Background: an optimization exercise with open tools, aiming at small area and a short achievable clock period. Do not read the settings as production practice. At most, simulation tests tie the RTL to the original design; equivalence was not proved. Power figures rest on the tool's default switching activity, not on a simulated workload.

==> flow/design.v <==
`default_nettype none
module fp32_add(
    input wire clk,
    input wire [31:0] a,
    input wire [31:0] b,
    input wire sub,
    input wire [2:0] rm,
    output wire [31:0] result,
    output wire nv,
    output wire of,
    output wire nx
);
    integer k;
    wire a_sign = a[31];
    wire b_sign = b[31] ^ sub;
    wire [7:0] a_exp = a[30:23];
    wire [7:0] b_exp = b[30:23];
    wire [22:0] a_frac = a[22:0];
    wire [22:0] b_frac = b[22:0];
    wire s0_is_sub = a_sign ^ b_sign;
    wire a_hid = |a_exp;
    wire b_hid = |b_exp;
    wire [7:0] a_eeff = {a_exp[7:1], a_exp[0] | ~a_hid};
    wire [7:0] b_eeff = {b_exp[7:1], b_exp[0] | ~b_hid};
    wire [7:0] d_ab = a_eeff - b_eeff;
    wire [7:0] d_ba = b_eeff - a_eeff;
    wire swap = a[30:0] < b[30:0];
    wire [7:0] l_exp = swap ? b_exp : a_exp;
    wire [22:0] l_frac = swap ? b_frac : a_frac;
    wire [23:0] s_sig = swap ? {a_hid, a_frac} : {b_hid, b_frac};
    wire l_sign = swap ? b_sign : a_sign;
    wire [4:0] s0_off = swap ? d_ba[4:0] : d_ab[4:0];
    wire s0_far = swap ? |d_ba[7:5] : |d_ab[7:5];    
    reg r1_sign, r1_is_sub;
    reg [2:0] r1_rm;
    reg [7:0] r1_lexp;
    reg [22:0] r1_lfrac;
    reg [23:0] r1_ssig;
    reg [4:0] r1_off;
    reg r1_far;
    always @(posedge clk) begin
        r1_sign <= l_sign;
        r1_is_sub <= s0_is_sub;
        r1_rm <= rm;
        r1_lexp <= l_exp;
        r1_lfrac <= l_frac;
        r1_ssig <= s_sig;
        r1_off <= s0_off;
        r1_far <= s0_far;
    end
    wire l_hid = |r1_lexp;
    wire [7:0] l_e = {r1_lexp[7:1], r1_lexp[0] | ~l_hid};
    wire [27:0] in1 = {1'b0, l_hid, r1_lfrac, 3'b000};
    wire [26:0] sh0 = {r1_ssig, 3'b000};
    wire [26:0] sh1 = r1_far ? 27'b0 : r1_off[4] ? {16'b0, sh0[26:16]} : sh0;
    wire [26:0] sh2 = r1_off[3] ? {8'b0, sh1[26:8]} : sh1;
    wire [26:0] sh3 = r1_off[2] ? {4'b0, sh2[26:4]} : sh2;
    wire [26:0] sh4 = r1_off[1] ? {2'b0, sh3[26:2]} : sh3;
    wire [26:0] sh5 = r1_off[0] ? {1'b0, sh4[26:1]} : sh4;
    reg [23:0] smask;    
    always @*
        for (k = 0; k < 24; k = k + 1)
            smask[k] = r1_far | (r1_off >= k + 3);
    wire sticky = |(r1_ssig & smask);
    wire [27:0] in2 = {1'b0, sh5[26:1], sticky};
    wire [27:0] in2x = in2 ^ {28{r1_is_sub}};
    wire [28:0] sum_c = {in1, 1'b1} + {in2x, r1_is_sub};
    wire [27:0] s1_sum = sum_c[28:1];
    wire [7:0] s1_exp = l_e + 8'd1;
    wire l_emax = &r1_lexp;
    wire s_emax = l_emax & ~r1_far & ~|r1_off;
    wire l_fz = ~|r1_lfrac;
    wire s_fz = ~|r1_ssig[22:0];
    wire l_nan = l_emax & ~l_fz;
    wire l_inf = l_emax & l_fz;
    wire s_inf = s_emax & s_fz;
    wire l_snan = l_nan & ~r1_lfrac[22];
    wire s_snan = s_emax & ~s_fz & ~r1_ssig[22];
    wire inf_inf = r1_is_sub & l_inf & s_inf;
    wire s1_nv = l_snan | s_snan | inf_inf;
    wire s1_nan = l_nan | inf_inf;
    wire s1_inf = ~s1_nan & l_inf;
    wire [1:0] s1_special = {s1_nan, s1_inf | s1_nv};
    wire rdn = r1_rm == 3'b010;
    wire rup = r1_rm == 3'b011;
    wire rtz = r1_rm == 3'b001;
    wire rmm = r1_rm == 3'b100;
    wire s1_up = (rdn & r1_sign) | (rup & ~r1_sign);
    wire s1_dn = rtz | (rdn & ~r1_sign) | (rup & r1_sign);
    wire [1:0] s1_cls = {s1_up | rmm, s1_dn | rmm};
    wire s1_zsign = r1_is_sub ? rdn : r1_sign;
    reg r2_sign, r2_zsign;
    reg [1:0] r2_cls;
    reg [1:0] r2_special;
    reg [7:0] r2_exp;
    reg [27:0] r2_sum;
    always @(posedge clk) begin
        r2_sign <= r1_sign;
        r2_zsign <= s1_zsign;
        r2_cls <= s1_cls;
        r2_special <= s1_special;
        r2_exp <= s1_exp;
        r2_sum <= s1_sum;
    end
    wire e_small = ~|r2_exp[7:5];
    wire [3:0] pd_hi = {4{e_small}} & (4'b0001 << r2_exp[4:3]);
    wire [7:0] pd_lo = 8'b00000001 << r2_exp[2:0];
    reg [27:0] lim_mask;
    always @*
        for (k = 0; k < 28; k = k + 1)
            lim_mask[k] = pd_hi[(28 - k) >> 3] & pd_lo[(28 - k) & 7];
    wire [27:0] x = r2_sum | lim_mask;
    wire z4 = ~|x[27:12];
    wire [15:0] x4 = z4 ? x[11:0] << 4 : x[27:12];
    wire z3 = ~|x4[15:8];
    wire [7:0] x3 = z3 ? x4[7:0] : x4[15:8];
    wire z2 = ~|x3[7:4];
    wire [3:0] x2 = z2 ? x3[3:0] : x3[7:4];
    wire z1 = ~|x2[3:2];
    wire [1:0] x1 = z1 ? x2[1:0] : x2[3:2];
    wire z0 = ~x1[1];
    wire [4:0] lzc = {z4, z3, z2, z1, z0};
    wire [27:0] n4 = z4 ? {r2_sum[11:0], 16'b0} : r2_sum;
    wire [27:0] n3 = z3 ? {n4[19:0], 8'b0} : n4;
    wire [27:0] n2 = z2 ? {n3[23:0], 4'b0} : n3;
    wire [27:0] n1 = z1 ? {n2[25:0], 2'b0} : n2;
    wire [27:0] n0 = z0 ? {n1[26:0], 1'b0} : n1;
    wire c1 = r2_sum[27];
    wire c2 = ~r2_sum[27] & r2_sum[26];
    wire lsb = c1 ? r2_sum[4] : c2 ? r2_sum[3] : r2_sum[2];
    wire g = c1 ? r2_sum[3] : c2 ? r2_sum[2] : r2_sum[1];
    wire st = c1 ? |r2_sum[2:0] : c2 ? |r2_sum[1:0] : r2_sum[0];
    wire inexact = g | st;
    reg add_one;
    always @* begin
        case (r2_cls)
            2'd0: add_one = g & (lsb | st);
            2'd1: add_one = 1'b0;
            2'd2: add_one = g | st;
            default: add_one = g;
        endcase
    end
    wire sp_inf = r2_special == 2'b01;
    wire sp_nan = r2_special[1];
    wire sp = |r2_special;
    wire ovf = ~sp & c1 & (&r2_exp);           
    wire of_max = r2_cls == 2'd1;              
    wire zero_sign = ~|r2_sum;
    reg [7:0] s2_exp;
    reg [4:0] s2_lzc;
    reg [22:0] s2_frac;
    reg s2_msb;
    always @* begin
        s2_lzc = (sp | ovf | zero_sign) ? 5'd0 : lzc;
        s2_msb = sp | ovf | (~zero_sign & n0[27]);
        if (sp_nan) {s2_exp, s2_frac} = 31'h7fc00000;
        else if (sp_inf | (ovf & ~of_max)) {s2_exp, s2_frac} = 31'h7f800000;
        else if (ovf) {s2_exp, s2_frac} = 31'h7f7fffff;
        else {s2_exp, s2_frac} = {zero_sign ? 8'd1 : r2_exp, n0[26:4]};
    end
    wire s2_efe = ~sp & ((c1 & (r2_exp == 8'hfe)) | (c2 & (r2_exp == 8'hff)));
    wire w_ones = c1 ? &r2_sum[26:4] : c2 ? &r2_sum[25:3] : &r2_sum[24:2];
    wire w_lo_ones = c1 ? &r2_sum[15:4] : c2 ? &r2_sum[14:3] : &r2_sum[13:2];
    wire s2_inc = ~sp & ~ovf & add_one;
    reg r3_sign, r3_inc, r3_nx, r3_of, r3_nv, r3_efe, r3_carry, r3_lo_ones, r3_msb;
    reg [7:0] r3_exp;
    reg [4:0] r3_lzc;
    reg [22:0] r3_frac;
    always @(posedge clk) begin
        r3_sign <= ~sp_nan & (zero_sign ? r2_zsign : r2_sign);
        r3_inc <= s2_inc;
        r3_carry <= s2_inc & w_ones;
        r3_lo_ones <= w_lo_ones;
        r3_nx <= ~sp & (inexact | ovf);
        r3_of <= ovf;
        r3_nv <= r2_special == 2'b11;
        r3_exp <= s2_exp;
        r3_lzc <= s2_lzc;
        r3_msb <= s2_msb;
        r3_frac <= s2_frac;
        r3_efe <= s2_efe;
    end
    wire [11:0] frac_lo = r3_frac[11:0] + {11'b0, r3_inc};
    wire [10:0] frac_hi = r3_frac[22:12] + {10'b0, r3_inc & r3_lo_ones};
    wire [8:0] exp_c0x = {r3_exp, 1'b1} + {3'b111, ~r3_lzc, r3_msb};
    wire [7:0] exp_c0 = exp_c0x[8:1];
    wire [7:0] exp_c1 = r3_lzc[1] ? r3_exp - 8'd1 : r3_lzc[0] ? r3_exp : r3_exp + 8'd1;
    wire [7:0] exp_out = r3_carry ? exp_c1 : exp_c0;
    assign result = {r3_sign, exp_out, frac_hi, frac_lo};
    assign of = r3_of | (r3_efe & r3_carry);
    assign nx = r3_nx;
    assign nv = r3_nv;
endmodule
`default_nettype wire
==> flow/config.mk <==
export PLATFORM = sky130hd
export DESIGN_NAME = fp32_add
export DESIGN_NICKNAME = fp32_add
export VERILOG_FILES = /design/flow/design.v
export SDC_FILE = /design/flow/constraint.sdc
export NUM_CORES = 4
export LEC_CHECK = 0
export ABC_AREA = 1
export CAP_MARGIN = 20
export CORE_MARGIN = 2
export CORE_UTILIZATION = 40
export CTS_BUF_LIST = sky130_fd_sc_hd__clkbuf_8
export SETUP_SLACK_MARGIN = 2.5
export SLEW_MARGIN = 20
==> flow/constraint.sdc <==
create_clock -name core_clock -period 6.5 [get_ports {clk}]
set_input_delay 1.3000 -clock core_clock [delete_from_list [all_inputs] [get_ports {clk}]]
set_output_delay 1.3000 -clock core_clock [all_outputs]
set_load 0.01 [all_outputs]
standard.sh (not shown) runs the stock make flow with config.mk's settings and CLKGATE_MAP_FILE= SYNTH_SCRIPT=/design/flow/synth_recipe.tcl, a recipe that flattens the netlist after the stock synthesis.
==> flow/flow/run.sh <==
#!/bin/bash
# The standard layout, with plain buffers (sky130_fd_sc_hd__buf_1) on the ports instead of the
# delay cells that buffer_ports picks by default. Every port still gets its own buffer.
set -euo pipefail
export BUFFER_PORTS_ARGS="-buffer_cell sky130_fd_sc_hd__buf_1"
bash standard.sh > standard.log 2>&1
Next try:
--- a/flow/design.v
+++ b/flow/design.v
@@ -17,7 +17,22 @@
     wire [7:0] b_exp = b[30:23];
     wire [22:0] a_frac = a[22:0];
     wire [22:0] b_frac = b[22:0];
+    wire a_emax = &a_exp;
+    wire b_emax = &b_exp;
+    wire a_fz = ~|a_frac;
+    wire b_fz = ~|b_frac;
+    wire a_nan = a_emax & ~a_fz;
+    wire b_nan = b_emax & ~b_fz;
+    wire a_inf = a_emax & a_fz;
+    wire b_inf = b_emax & b_fz;
+    wire a_snan = a_nan & ~a_frac[22];
+    wire b_snan = b_nan & ~b_frac[22];
     wire s0_is_sub = a_sign ^ b_sign;
+    wire s0_inf_inf = s0_is_sub & a_inf & b_inf;
+    wire s0_nv = a_snan | b_snan | s0_inf_inf;
+    wire s0_nan = a_nan | b_nan | s0_inf_inf;
+    wire s0_inf = ~s0_nan & (a_inf | b_inf);
+    wire [1:0] s0_special = {s0_nan, s0_inf | s0_nv};
     wire a_hid = |a_exp;
     wire b_hid = |b_exp;
     wire [7:0] a_eeff = {a_exp[7:1], a_exp[0] | ~a_hid};
@@ -33,6 +48,7 @@
     wire s0_far = swap ? |d_ba[7:5] : |d_ab[7:5];    
     reg r1_sign, r1_is_sub;
     reg [2:0] r1_rm;
+    reg [1:0] r1_special;
     reg [7:0] r1_lexp;
     reg [22:0] r1_lfrac;
     reg [23:0] r1_ssig;
@@ -42,6 +58,7 @@
         r1_sign <= l_sign;
         r1_is_sub <= s0_is_sub;
         r1_rm <= rm;
+        r1_special <= s0_special;
         r1_lexp <= l_exp;
         r1_lfrac <= l_frac;
         r1_ssig <= s_sig;
@@ -67,20 +84,6 @@
     wire [28:0] sum_c = {in1, 1'b1} + {in2x, r1_is_sub};
     wire [27:0] s1_sum = sum_c[28:1];
     wire [7:0] s1_exp = l_e + 8'd1;
-    wire l_emax = &r1_lexp;
-    wire s_emax = l_emax & ~r1_far & ~|r1_off;
-    wire l_fz = ~|r1_lfrac;
-    wire s_fz = ~|r1_ssig[22:0];
-    wire l_nan = l_emax & ~l_fz;
-    wire l_inf = l_emax & l_fz;
-    wire s_inf = s_emax & s_fz;
-    wire l_snan = l_nan & ~r1_lfrac[22];
-    wire s_snan = s_emax & ~s_fz & ~r1_ssig[22];
-    wire inf_inf = r1_is_sub & l_inf & s_inf;
-    wire s1_nv = l_snan | s_snan | inf_inf;
-    wire s1_nan = l_nan | inf_inf;
-    wire s1_inf = ~s1_nan & l_inf;
-    wire [1:0] s1_special = {s1_nan, s1_inf | s1_nv};
     wire rdn = r1_rm == 3'b010;
     wire rup = r1_rm == 3'b011;
     wire rtz = r1_rm == 3'b001;
@@ -98,7 +101,7 @@
         r2_sign <= r1_sign;
         r2_zsign <= s1_zsign;
         r2_cls <= s1_cls;
-        r2_special <= s1_special;
+        r2_special <= r1_special;
         r2_exp <= s1_exp;
         r2_sum <= s1_sum;
     end
Hold slack degrades by 89 ps. Worst setup slack improves by 40 ps. Utilization climbs by 0.12 points. Power climbs by 0.57%. Routed wire length climbs by 6.3%. Register-to-register slack improves by 100 ps. Via count climbs by 1.3%. Die area climbs by 1.1%.
Function not checked in the first run of this note: the RTL went through the layout flow alone.

-- port drivers added, routing unchanged --
The flow's constraints put no driver on any port. The routed layouts listed below were extracted and timed again, unchanged, in two steps.
Step 1 assumes that a clkbuf_16 drives the clock port and a buf_2 every other input.
Step 2 also shifts input and output timing later by t, the mid clock arrival at the registers, as if the neighbouring blocks saw the same clock.
Three values: no drivers, after step 1, after step 2; two values: the first two.
run	t, ns	setup WS [ns]	pins driven straight from the clock port
the first run	0.514	2.701 / 2.653 / 2.502	1
the second run	0.510	2.741 / 2.694 / 2.296	1
After both steps setup and hold are still met in every run listed. The setup slack of the second run, which loses most, moves by -0.047 ns with the drivers and by -0.445 ns with both steps.
